From an optimization exercise on the open Yosys and OpenROAD flow, aimed at small area; shortcuts taken in it are not production practice.
No functional check of the RTL was part of this run.
Power and IR drop assume default switching activity.

==> flow/design.v <==
module xiaoxiaxiadahuaidan(clk,rst,zero,cpl,cpr,dirl,dirr,pwm1,doutb,dinb,rstb,enb,addrb,web,web1,doutb1,dinb1,enb1,addrb1,d1,d2,d3,d4,d5);
input clk;
input rst;
input zero;
input [31:0] doutb;
input [31:0] doutb1;
output [31:0] dinb;
output rstb;
output reg enb;
output [31:0] addrb;
output [3:0] web;
output [31:0] dinb1;
output reg enb1;
output [3:0] web1;
output [31:0] addrb1;
output reg cpl;
output reg cpr;
output reg dirl;
output reg dirr;
output reg pwm1;
output d1;
output d2;
output d3;
output d4;
output d5;
localparam IDLE = 3'd0, SCAN = 3'd1, W0 = 3'd2, W1 = 3'd3, W2 = 3'd4;
reg dinb1_0;
reg [1:0] led;           
assign d1 = led == 2'd1;
assign d2 = led == 2'd2;
assign d3 = led == 2'd3;
reg [1:0] er;            
assign dinb = 32'd0;
assign rstb = 1'b0;
assign web = 4'b0000;
assign web1 = 4'b0001;
assign addrb1 = 32'h40000000;
assign d4 = 1'b0;
assign d5 = 1'b1;
assign addrb = {er[1], {19{enb}}, {7{er[1]}}, ~er[0], {4{er[1]}}};
assign dinb1 = {31'd0, dinb1_0};
reg [2:0] ms;
reg game_end;
reg [1:0] cnt;           
reg [6:0] sx, ex;        
reg [7:0] sy, ey;        
reg finish0, first;
reg [1:0] a1;
reg b1;
reg [5:0] stepx;
reg [6:0] stepy;
reg mx, xys_state, en_xy;
reg dv, dxp, dyp;        
wire l_cp = dv & (dxp == dyp);
wire r_cp = dv & (dxp != dyp);
wire l_dir = dv & (dxp | dyp);
wire r_dir = dv & !(dxp & !dyp);
reg en_front, en_behind, en_left, en_right;
reg [7:0] kx, qx, ky, qy;    
reg [3:0] rx, ry;
reg x_state, y_state;
reg [1:0] dx, dy;
reg zdown, lala;
reg [11:0] countera;
reg pmode;               
reg [1:0] pc;
reg [8:0] pc1;
reg [6:0] des_row, self_row;
reg [7:0] des_col, self_col;
function [12:0] inc12;   
  input [11:0] x;
  integer i;
  reg c;
  begin
    c = 1'b1;
    for (i = 0; i < 12; i = i + 1) begin
      inc12[i] = x[i] ^ c;
      c = x[i] & c;
    end
    inc12[12] = c;
  end
endfunction
function [12:0] incc12;   
  input [11:0] x;
  input c0;
  integer i;
  reg c;
  begin
    c = c0;
    for (i = 0; i < 12; i = i + 1) begin
      incc12[i] = x[i] ^ c;
      c = x[i] & c;
    end
    incc12[12] = c;
  end
endfunction
function [8:0] sub8;     
  input [7:0] a;
  input [7:0] b;
  integer i;
  reg bw;
  begin
    bw = 1'b0;
    for (i = 0; i < 8; i = i + 1) begin
      sub8[i] = a[i] ^ b[i] ^ bw;
      bw = (~a[i] & b[i]) | (~(a[i] ^ b[i]) & bw);
    end
    sub8[8] = bw;
  end
endfunction
function [7:0] cneg8;    
  input [7:0] x;
  input s;
  integer i;
  reg c;
  begin
    c = s;
    for (i = 0; i < 8; i = i + 1) begin
      cneg8[i] = x[i] ^ s ^ c;
      c = (x[i] ^ s) & c;
    end
  end
endfunction
wire [6:0] psx = {doutb[25],doutb[26],doutb[27],doutb[28],doutb[29],doutb[30],doutb[31]};
wire [7:0] psy = {doutb[16],doutb[17],doutb[18],doutb[19],doutb[20],doutb[21],doutb[22],doutb[23]};
wire [6:0] pex = {doutb[9],doutb[10],doutb[11],doutb[12],doutb[13],doutb[14],doutb[15]};
wire [7:0] pey = {doutb[0],doutb[1],doutb[2],doutb[3],doutb[4],doutb[5],doutb[6],doutb[7]};
wire [8:0] xs = sub8({1'b0, ex}, {1'b0, sx});
wire [8:0] ys = sub8(ey, sy);
wire xz = xs[7:0] == 8'd0;
wire yz = ys[7:0] == 8'd0;
wire xpos = !xs[8] && !xz;
wire ypos = !ys[8] && !yz;
wire [7:0] xxx8 = cneg8(xs[7:0], xs[8]);
wire [6:0] xxx = xxx8[6:0];
wire [7:0] yyy = cneg8(ys[7:0], ys[8]);
wire [8:0] ds = sub8(yyy, xxx8);
wire xeqy = ds[7:0] == 8'd0;
wire xlty = !ds[8] && !xeqy;
wire [7:0] dd = cneg8(ds[7:0], ds[8]);      
wire [6:0] mxy = xlty ? xxx : yyy[6:0];
wire [12:0] hs = inc12({5'd0, dd[7:1]});
wire [6:0] half = (a1 != 2'd0 && dd[0]) ? hs[6:0] : dd[7:1];
wire R = !rst && !zero;
wire N = !R && rst && !game_end;
wire G = !R && !N;
wire nidle = N && ms == IDLE;
wire nscan = N && ms == SCAN;
wire w0 = N && ms == W0;
wire w1 = N && ms == W1;
wire w2 = N && ms == W2;
wire nbad = N && ms > W2;
wire at_start = self_row == sx && self_col == sy;
wire w0_go = w0 && at_start;
wire w0_mv = w0 && !at_start;
wire zup_w0 = w0_mv && !first && !finish0 && zdown;
wire f0_set = w0_mv && !first && !finish0 && !zdown;
wire move0 = w0_mv && (first || finish0 || !zdown);
wire move0_done = move0 && x_state && y_state;
wire w1_pt = w1 && xz && yz;
wire zdn = w1 && !(xz && yz) && !zdown;
wire w1a = w1 && !(xz && yz) && zdown;
wire split = !xz && !yz && !xeqy;
wire ph_xy = !xz && !yz && (xeqy || a1 == 2'd1);
wire ph_x = !xz && (yz || (split && !xlty && a1 != 2'd1));
wire ph_y = xz || (split && xlty && a1 != 2'd1);
wire call_xy = w1a && ph_xy && !xys_state;
wire done_xy = w1a && ph_xy && xys_state;
wire call_x1 = w1a && ph_x && !x_state;
wire done_x1 = w1a && ph_x && x_state;
wire call_y1 = w1a && ph_y && !y_state;
wire done_y1 = w1a && ph_y && y_state;
wire last_ph = !split || a1 == 2'd2;
wire gmove = G && !zdown;
wire call_x = ((nidle || move0 || gmove) && !x_state) || call_x1;
wire call_y = ((nidle || move0 || gmove) && mx && !y_state) || call_y1;
wire zup = zup_w0 || (G && zdown);
wire [6:0] desr = move0 ? sx : w1 ? ex : des_row;
wire [7:0] desc = move0 ? sy : w1 ? ey : des_col;
wire bx = (call_x1 && split) || (!call_x1 && b1);
wire by = (call_y1 && split) || (!call_y1 && b1);
wire [5:0] stepx_new = half[5:0];
wire [6:0] stepy_new = half;
wire [5:0] stepxv = (call_x1 && split) ? stepx_new : stepx;
wire [6:0] stepyv = (call_y1 && split) ? stepy_new : stepy;
wire [8:0] rs = sub8({1'b0, desr}, {1'b0, self_row});
wire [8:0] cs = sub8(desc, self_col);
wire rz = rs[7:0] == 8'd0;
wire cz = cs[7:0] == 8'd0;
wire rgt = !rs[8] && !rz;
wire rlt = rs[8];
wire cgt = !cs[8] && !cz;
wire clt = cs[8];
wire [7:0] rdiff8 = cneg8(rs[7:0], rs[8]);
wire [6:0] rdiff = rdiff8[6:0];
wire [7:0] cdiff = cneg8(cs[7:0], cs[8]);
wire [7:0] kx_new = call_xy ? {mxy, 1'b0} : bx ? {2'b0, stepxv} : {1'b0, rdiff};
wire [7:0] ky_new = by ? {1'b0, stepyv} : cdiff;
wire [12:0] qx1w = inc12({4'd0, qx});
wire [12:0] qy1w = inc12({4'd0, qy});
wire [7:0] qx1 = qx1w[7:0];        
wire [7:0] qy1 = qy1w[7:0];
wire match_x = (rx == 4'd9 && qx1 == (call_xy ? kx_new : kx)) || (!call_xy && kx == 8'd0);
wire match_y = (ry == 4'd9 && qy1 == ky) || ky == 8'd0;
wire xact = call_x || call_xy;
wire tick_x = xact && dx == 2'd0;
wire tick_y = call_y && dy == 2'd0;
wire xfin = tick_x && match_x;
wire [12:0] dx1 = incc12({10'd0, dx}, xact);
wire [12:0] dy1 = incc12({10'd0, dy}, call_y);
wire [12:0] rx1 = incc12({8'd0, rx}, tick_x);
wire [12:0] ry1 = incc12({8'd0, ry}, tick_y);
wire yfin = tick_y && match_y;
wire pen = zup || zdn;
wire [1:0] pc_e = (zdn == pmode) ? pc : 2'd0;
wire [8:0] pc1_e = (zdn == pmode) ? pc1 : 9'd0;
wire [12:0] pc1_1 = inc12({3'd0, pc1_e});
wire mswitch = pen && zdn != pmode;
wire [12:0] pcn = incc12({10'd0, mswitch ? 2'd0 : pc}, pen);
wire [12:0] pc1n = incc12({3'd0, mswitch ? 9'd0 : pc1}, pen && pc_wrap);
wire pc_wrap = zdn ? pc_e == 2'd3 : pc_e == 2'd2;
wire [12:0] ca1w = incc12(countera, pen);
wire [11:0] ca1 = ca1w[11:0];
wire ca_wrap = ca1 == 12'd3000;
wire lala_v = lala;
wire p_on = pc1_e == 9'd1;
wire p_off = pc1_e == (zdn ? 9'd20 : 9'd10);
wire p_end = pc1_e == 9'd300;
wire [1:0] er_rd = doutb == 32'd0 ? 2'd0 : doutb == 32'd1 ? 2'd1 : 2'd2;
wire er0 = er == 2'd0;
wire rd_done = er0 && cnt == 2'd3;
wire er_cur1 = rd_done ? doutb == 32'd1 : er == 2'd1;
wire cmd_done = er == 2'd1 && cnt == 2'd3;
wire same = psx == sx && psy == sy && pex == ex && pey == ey;
always @(posedge clk) begin
  if (R) begin
    ms <= IDLE; game_end <= 1'b0; enb <= 1'b0; enb1 <= 1'b1; dinb1_0 <= 1'b0;
    led <= 2'd0; er <= 2'd0; cnt <= 2'd0;
    sx <= 0; sy <= 0; ex <= 0; ey <= 0;
    finish0 <= 1'b0; first <= 1'b1; a1 <= 2'd0; b1 <= 1'b0; stepx <= 0; stepy <= 0;
    mx <= 1'b0; xys_state <= 1'b0; en_xy <= 1'b1;
    dv <= 1'b0; dxp <= 1'b0; dyp <= 1'b0;
    en_front <= 1'b0; en_behind <= 1'b0; en_left <= 1'b0; en_right <= 1'b0;
    kx <= 0; qx <= 0; rx <= 0; ky <= 0; qy <= 0; ry <= 0;
    x_state <= 1'b0; y_state <= 1'b0; dx <= 0; dy <= 0;
    zdown <= 1'b0; lala <= 1'b0; countera <= 0; pmode <= 1'b0; pc <= 0; pc1 <= 0;
    des_row <= 0; des_col <= 0; self_row <= 0; self_col <= 0;
    pwm1 <= 1'b0; cpl <= 1'b0; cpr <= 1'b0; dirl <= 1'b0; dirr <= 1'b0;
  end else begin
    if (nidle && x_state && y_state && !zdown) ms <= SCAN;
    if (nscan && cmd_done) ms <= same ? SCAN : W0;
    if (w0_go || move0_done) ms <= W1;
    if (w1_pt) ms <= SCAN;
    if ((done_x1 || done_y1 || done_xy) && last_ph) ms <= W2;
    if (w2) ms <= SCAN;
    if (nbad) ms <= IDLE;
    if (nscan) begin
      if (er0) begin
        led <= 2'd1;
        cnt <= cnt + 2'd1;
        if (cnt == 2'd0) enb <= 1'b1;
        if (cnt == 2'd3) begin er <= er_rd; enb <= 1'b0; end
      end
      if (er_cur1) begin
        led <= 2'd2;
        cnt <= er0 ? 2'd1 : cnt + 2'd1;
        if (er0 || cnt == 2'd0) enb <= 1'b1;
        if (cmd_done) begin
          sx <= psx; sy <= psy; ex <= pex; ey <= pey;
          er <= 2'd0; enb <= 1'b0;
          if (pex == 7'd0 && pey == 8'd0) game_end <= 1'b1;
        end
      end
    end
    if (G) led <= 2'd3;
    if (nidle || w1_pt || w2 || (nscan && cmd_done && same)) begin enb1 <= 1'b1; dinb1_0 <= 1'b1; end
    else if (nscan && er_cur1) begin enb1 <= 1'b1; dinb1_0 <= 1'b0; end
    else if (nscan) enb1 <= 1'b0;
    if (w0_go || move0_done) begin first <= 1'b0; finish0 <= 1'b0; end
    else if (f0_set) finish0 <= 1'b1;
    if (call_x1 && split) begin b1 <= 1'b1; stepx <= stepx_new; end
    if (call_y1 && split) begin b1 <= 1'b1; stepy <= stepy_new; end
    if (call_xy) b1 <= 1'b1;
    if (split && (done_x1 || done_y1 || done_xy)) begin
      b1 <= 1'b0;
      a1 <= a1 == 2'd2 ? 2'd0 : a1 + 2'd1;
    end
    if (done_xy) begin b1 <= 1'b0; en_xy <= 1'b1; xys_state <= 1'b0; end
    if (move0) begin des_row <= sx; des_col <= sy; end
    if (w1) begin des_row <= ex; des_col <= ey; end
    if (nidle || G) begin des_row <= 0; des_col <= 0; end
    if (xact) kx <= kx_new;
    dx <= dx1[1:0];
    rx <= (tick_x && (match_x || rx == 4'd9)) ? 4'd0 : rx1[3:0];
    if (tick_x && match_x) qx <= 8'd0;
    else if (tick_x && rx == 4'd9 && !qx1w[8]) qx <= qx1;
    if (call_x) begin
      if (bx) begin en_front <= !xpos; en_behind <= xpos; end
      else begin en_front <= rlt; en_behind <= rgt; end
      if (xfin) begin en_front <= 1'b0; en_behind <= 1'b0; self_row <= desr; end
    end
    if (call_xy) begin
      dv <= 1'b1; dxp <= xpos; dyp <= ypos;
      if (xfin) begin xys_state <= 1'b1; en_xy <= 1'b0; end
    end
    if (call_y) begin
      ky <= ky_new;
      if (by) begin en_left <= ypos; en_right <= !ypos; end
      else begin en_left <= cgt; en_right <= clt; end
      if (yfin) begin en_left <= 1'b0; en_right <= 1'b0; self_col <= desc; end
    end
    dy <= dy1[1:0];
    ry <= (tick_y && (match_y || ry == 4'd9)) ? 4'd0 : ry1[3:0];
    if (tick_y && match_y) qy <= 8'd0;
    else if (tick_y && ry == 4'd9 && !qy1w[8]) qy <= qy1;
    if (((done_x1 || done_y1 || done_xy) && split && a1 == 2'd2) || (done_xy && !split)) begin
      self_row <= ex; self_col <= ey;
    end
    if (call_x && xfin) begin x_state <= 1'b1; mx <= 1'b1; end
    if (yfin) begin y_state <= 1'b1; mx <= 1'b0; end
    if (done_x1) begin x_state <= 1'b0; mx <= 1'b0; end
    if (done_y1) y_state <= 1'b0;
    if ((nidle && x_state && y_state && !zdown) || w0_go || move0_done) begin x_state <= 1'b0; y_state <= 1'b0; end
    if (xact && dx == 2'd3) begin cpl <= 1'b0; cpr <= 1'b0; end
    if (call_x && tick_x && (en_front || en_behind)) begin dirl <= !en_front; dirr <= en_front; cpl <= 1'b1; cpr <= 1'b1; end
    if (call_xy && tick_x && en_xy) begin dirl <= l_dir; dirr <= r_dir; cpl <= l_cp; cpr <= r_cp; end
    if (call_y && dy == 2'd3) begin cpl <= 1'b0; cpr <= 1'b0; end
    if (tick_y && (en_left || en_right)) begin dirl <= !en_right; dirr <= !en_right; cpl <= 1'b1; cpr <= 1'b1; end
    pc <= (pen && pc_wrap) ? 2'd0 : pcn[1:0];
    pc1 <= (pen && p_end) ? 9'd0 : pc1n[8:0];
    countera <= (pen && ca_wrap) ? 12'd0 : ca1;
    if (pen) begin
      pmode <= zdn;
      if (p_on) pwm1 <= 1'b1;
      else if (p_off) pwm1 <= 1'b0;
      else if (p_end) begin
        if (zup && lala) zdown <= 1'b0;
        if (zdn && !lala) zdown <= 1'b1;
      end
      if (ca_wrap) lala <= zup;
    end
  end
end
endmodule
==> flow/flow/run.sh <==
#!/bin/bash
# Own layout flow:
#  1. the standard synthesis (standard.sh synth), unchanged;
#  2. its combinational logic re-mapped for area with ABC (flip-flops and tie
#     cells kept as they are: same instances, names and cell types), checked
#     equivalent to the standard netlist (falls back to it if not);
#  3. the standard ORFS steps, with buf_1 port buffers and a clock tree
#     without dummy loads.
# Each tool's output goes to a log_*.txt file in the work folder.
set -euo pipefail
W=$(pwd)
F=$W/flow
R=$W/orfs/results/$FLOW_PLATFORM/xiaoxiaxiadahuaidan/base
LIB=$FLOW_HOME/platforms/$FLOW_PLATFORM/lib/sky130_fd_sc_hd__tt_025C_1v80.lib
YOSYS=$(command -v yosys || echo /OpenROAD-flow-scripts/tools/install/yosys/bin/yosys)
TOP=$FLOW_TOP

bash standard.sh synth > $W/log_synth.txt 2>&1
cp $R/1_2_yosys.v $W/netlist_std.v
# the platform's dont-use cells, as the standard synthesis passed them to ABC
DU=$(grep -o -- "-dont_use [A-Za-z0-9_]*" $W/orfs/logs/$FLOW_PLATFORM/xiaoxiaxiadahuaidan/base/1_2_yosys.log | sort -u | tr '\n' ' ')

$YOSYS -p "read_liberty -ignore_miss_func $LIB; delete sky130_fd_sc_hd__dfxtp_1 sky130_fd_sc_hd__dfxtp_2 sky130_fd_sc_hd__dfxtp_4 sky130_fd_sc_hd__conb_1; read_verilog $F/stubs.v; read_verilog $W/netlist_std.v; hierarchy -top $TOP; flatten; opt -purge; abc -liberty $LIB $DU -script $F/area.abc; setundef -zero; opt_clean -purge; write_verilog -noattr $W/netlist_abc.v" > $W/log_reopt_abc.txt 2>&1
$YOSYS -p "read_liberty -lib $LIB; read_verilog $W/netlist_abc.v; hierarchy -top $TOP; hilomap -singleton -hicell sky130_fd_sc_hd__conb_1 HI -locell sky130_fd_sc_hd__conb_1 LO; insbuf -buf sky130_fd_sc_hd__buf_1 A X; opt_clean -purge; check -assert -mapped; tee -o $W/reopt_stat.txt stat -liberty $LIB; write_verilog -noattr -nohex -nodec $W/netlist_reopt.v" > $W/log_reopt_clean.txt 2>&1
if $YOSYS -p "read_liberty -ignore_miss_func $LIB; read_verilog $W/netlist_std.v; hierarchy -top $TOP; flatten; rename $TOP gold; design -stash gold; read_liberty -ignore_miss_func $LIB; read_verilog $W/netlist_reopt.v; hierarchy -top $TOP; flatten; rename $TOP gate; design -stash gate; design -copy-from gold -as gold gold; design -copy-from gate -as gate gate; equiv_make gold gate eq; hierarchy -top eq; equiv_simple; equiv_status -assert" > $W/log_reopt_equiv.txt 2>&1; then
  cp $W/netlist_reopt.v $R/1_2_yosys.v
  echo "re-mapped netlist used" > $W/reopt_result.txt
else
  echo "re-mapped netlist not proven equivalent; standard netlist kept" > $W/reopt_result.txt
fi
touch $R/1_2_yosys.v

bash standard.sh \
  "BUFFER_PORTS_ARGS=-buffer_cell sky130_fd_sc_hd__buf_1" \
  "CTS_ARGS=-sink_clustering_enable -repair_clock_nets -dont_use_dummy_load -buf_list sky130_fd_sc_hd__clkbuf_8" \
  finish > $W/log_layout.txt 2>&1
==> flow/flow/area.abc <==
&get -n
&st
&deepsyn -T 60
&put
balance -l; resub -K 6 -l; rewrite -l; resub -K 6 -N 2 -l; refactor -l; resub -K 8 -l; balance -l; resub -K 8 -N 2 -l; rewrite -l; resub -K 10 -l; rewrite -z -l; resub -K 10 -N 2 -l; balance -l; resub -K 12 -l; refactor -z -l; resub -K 12 -N 2 -l; rewrite -z -l; balance -l
dch -f
amap
topo
==> flow/flow/stubs.v <==
(* blackbox *) module sky130_fd_sc_hd__dfxtp_1(input CLK, input D, output Q); endmodule
(* blackbox *) module sky130_fd_sc_hd__dfxtp_2(input CLK, input D, output Q); endmodule
(* blackbox *) module sky130_fd_sc_hd__dfxtp_4(input CLK, input D, output Q); endmodule
(* blackbox *) module sky130_fd_sc_hd__conb_1(output HI, output LO); endmodule
==> flow/standard.sh <==
#!/bin/bash
# synth_recipe.tcl (not shown) runs the flow's synth.tcl, then flattens the netlist and writes it again
# the make line also repeats each setting of config.mk as NAME=value (left out here)
make -C /OpenROAD-flow-scripts/flow DESIGN_CONFIG=/design/flow/config.mk WORK_HOME=/design/flow/orfs CLKGATE_MAP_FILE= SYNTH_SCRIPT=/design/flow/synth_recipe.tcl "${@:-finish}"
==> flow/config.mk <==
export PLATFORM = sky130hd
export DESIGN_NAME = xiaoxiaxiadahuaidan
export DESIGN_NICKNAME = xiaoxiaxiadahuaidan
export VERILOG_FILES = /design/flow/design.v
export SDC_FILE = /design/flow/constraint.sdc
export NUM_CORES = 4
export LEC_CHECK = 0
export CAP_MARGIN = 20
export CORE_MARGIN = 2
export CORE_UTILIZATION = 40
export SLEW_MARGIN = 20
==> flow/constraint.sdc <==
create_clock -name core_clock -period 12.5 [get_ports {clk}]
set_input_delay 2.5000 -clock core_clock [delete_from_list [all_inputs] [get_ports {clk}]]
set_output_delay 2.5000 -clock core_clock [all_outputs]
set_load 0.01 [all_outputs]
==> notes.md <==
status no timing/DRC/antenna violations; CTS sink count 178; Final setup violation count 0; first drt pass iteration count 7; WHS Path Cells 2; Nets 1574; vias in the first global route 8527; slew of the pin with the lowest slew margin 1030 ps; cts bufs inserted 17; Post-DRT Antenna Nets 0; Die Area 25500 µm²; H-tree Lvls 4; Setup crit end kind register; layout cell share with drive strength beyond 1 0.0193; Initial DRC Count 955; half-perimeter wire length after placement 22500 µm; Max FO, Critical Path 12; wire per inst 15.6 µm; R2R cell count 40; critical path's largest stage delay 730 ps; initial antenna violation count 0; critical path's slowest cell nor2_1; total number of vias 9747; leakage 0.00385 µW; Gate power share 0.192; Root Driver clkbuf_8; Initial Util 0.410; f_max 99.9 MHz; synthesized area 9690 µm²; Max Slew Vio Count 0; largest net degree at the start of global routing 41; Critical R2R Launch sy[3]; TritonCTS clock tree done; CTS clock-pin slew for the worst setup and hold paths 110 ps; setup TNS 0 ps; RSZ-0062 raised after global routing no; Sequential Power Share 0.543; Worst-Skew Late Latency 490 ps; Post-CTS Setup Bufs 0; max-cap viol count 0; first-pass GRT wire length 44600 µm; Post-CTS Resized 0; post-synthesis area per instance 6.76 µm²; # DRC 0; Core Area 23600 µm²; number of port buffers 77; vias per cell 5.34; worst vdd ir 0.0641 mV; Antenna Cells 0; die width 160 µm; # IOs 216; gr usage total 0.218; P_sw 364 µW; final period utilization 0.801; R2R Setup Slk 2490 ps; Pwr Total 1150 µW; Syn-to-layout area delta 9.22%; Hold Fails Final Rpt 0; clk buf depth 2; Final min period 10010 ps; hold_ws 467 ps; DRT Wirelength 28400 µm; synth warn 1; CP most frequent cell o21ai_0; placer's final routability congestion estimate 0.947; FF-to-FF End self_row[2]; worst path required time 12880 ps; Power Internal 788 µW; clock power share 0.265; Clock Skews 48.1 ps; GRT overflow 0; Syn Inst Count 1433; Rel. slew slack 0.310; sw frac 0.316; Worst Hold Path EP countera[7]; worst min-delay path class register to register; hold_sp countera[7]; CP startpoint kind register; CP Class register to register; CP arrival 10390 ps; # rows 56; PD cells 109 nW/µm²; die height 160 µm; cts hold-fix bufs 0
[critical path, delay by kind of cell, from the launching register on]
| kind | cells | cell delay [ps] |
|---|---|---|
| simple gates | 14 | 3310 |
| flops | 1 | 400 |
| buf+inv | 5 | 1510 |
| compound gates | 21 | 4680 |
[through the flow]
stage,instance area (µm²),std cells,worst slack [ps],utilization
floorplan,10100,1537,5030,-
global placement,10300,1806,2860,0.438
detailed placement,10300,1807,2780,0.438
CTS,10600,1824,2710,0.448
global route,10600,1824,1490,0.448
finish,10600,1824,2490,0.448
[sequential cells by signal (all words and copies together) (netlist names), 8 cells and up]
register and cells:
ky 8, qx 8, sy 8, qy 8
ey 8, des_col 8, countera 12, kx 8
pc1 9, self_col 8
[power by group through the flow]
stage / sequential [µW] / clock (µW) / combinational, µW
floorplan: 636 / 0 / 172
global placement: 638 / 0 / 218
detailed placement: 639 / 0 / 221
CTS: 626 / 315 / 221
global route: 632 / 335 / 247
finish: 625 / 305 / 222
[worst max path at each step]
stage	endpoint	depth (start not counted)	slack, ps	startpoint
after floorplan	qx[6]	20	5030	rst
after global placement	self_row[4]	45	2860	ey[3]
after global routing	self_row[2]	40	1490	sy[3]
after CTS	self_row[2]	40	2710	sy[3]
after detailed placement	self_row[5]	40	2780	sy[3]
final	self_row[2]	40	2490	sy[3]
[layer usage]
metal,track usage,routed length [µm],share of wire,vias up
met5,0,0,0,-
met2,0.338,12400,0.44,362
met1,0.305,13300,0.47,4342
met3,0.0410,2050,0.072,52
met4,0.0690,659,0.023,0
li1,-,-,-,4991
[final cells by class]
class                           instances  area [µm²]
Fill cell                            2481       13000
Multi-Input combinational cell       1043        5340
Sequential cell                       178        3560
Inverter                              180         676
Tap cell                              319         399
Timing Repair Buffer                   87         368
Clock buffer                           17         234
[cell usage in the layout, fill, tap and decap left out, types with 6 or more instances in the layout]
| master | count |
|---|---|
| a211oi_1 | 26 |
| a21oi_1 | 69 |
| a222oi_1 | 20 |
| a22oi_1 | 8 |
| a31oi_1 | 8 |
| and2_0 | 7 |
| and3_1 | 8 |
| buf_1 | 77 |
| buf_4 | 9 |
| clkbuf_8 | 17 |
| clkinv_1 | 180 |
| conb_1 | 106 |
| dfxtp_1 | 178 |
| nand2_1 | 112 |
| nand3_1 | 17 |
| nand4_1 | 11 |
| nor2_1 | 267 |
| nor2b_1 | 17 |
| nor3_1 | 51 |
| nor4_1 | 13 |
| o211ai_1 | 10 |
| o21a_1 | 21 |
| o21ai_0 | 87 |
| o221ai_1 | 10 |
| o22ai_1 | 110 |
| o32ai_1 | 6 |

separate check: timing with driven ports:
How much do the figures lean on ideal ports? The routed layout below was timed once more, with nothing changed but the port constraints. Step 1 assumes that a clkbuf_16 drives the clock port and a buf_2 every other input. Step 2 moves the port delays by t, midway between the first and last clock arrival at a register: inputs arrive t later, outputs are due t later. That takes back most of the time a late clock gives input paths. a / b / c = no drivers / after step 1 / after step 2; a / b = the first two.
t (ns): 0.504
setup slack, ns: 2.488 / 2.488 / 2.488
hold slack, ns: 0.467 / 0.467 / 0.467
worst slew at a driven data input, ns: 0.04
After both steps setup and hold are still met in this run. For this run, drivers alone change the setup slack by 0.000 ns; drivers and shift together by 0.000 ns.
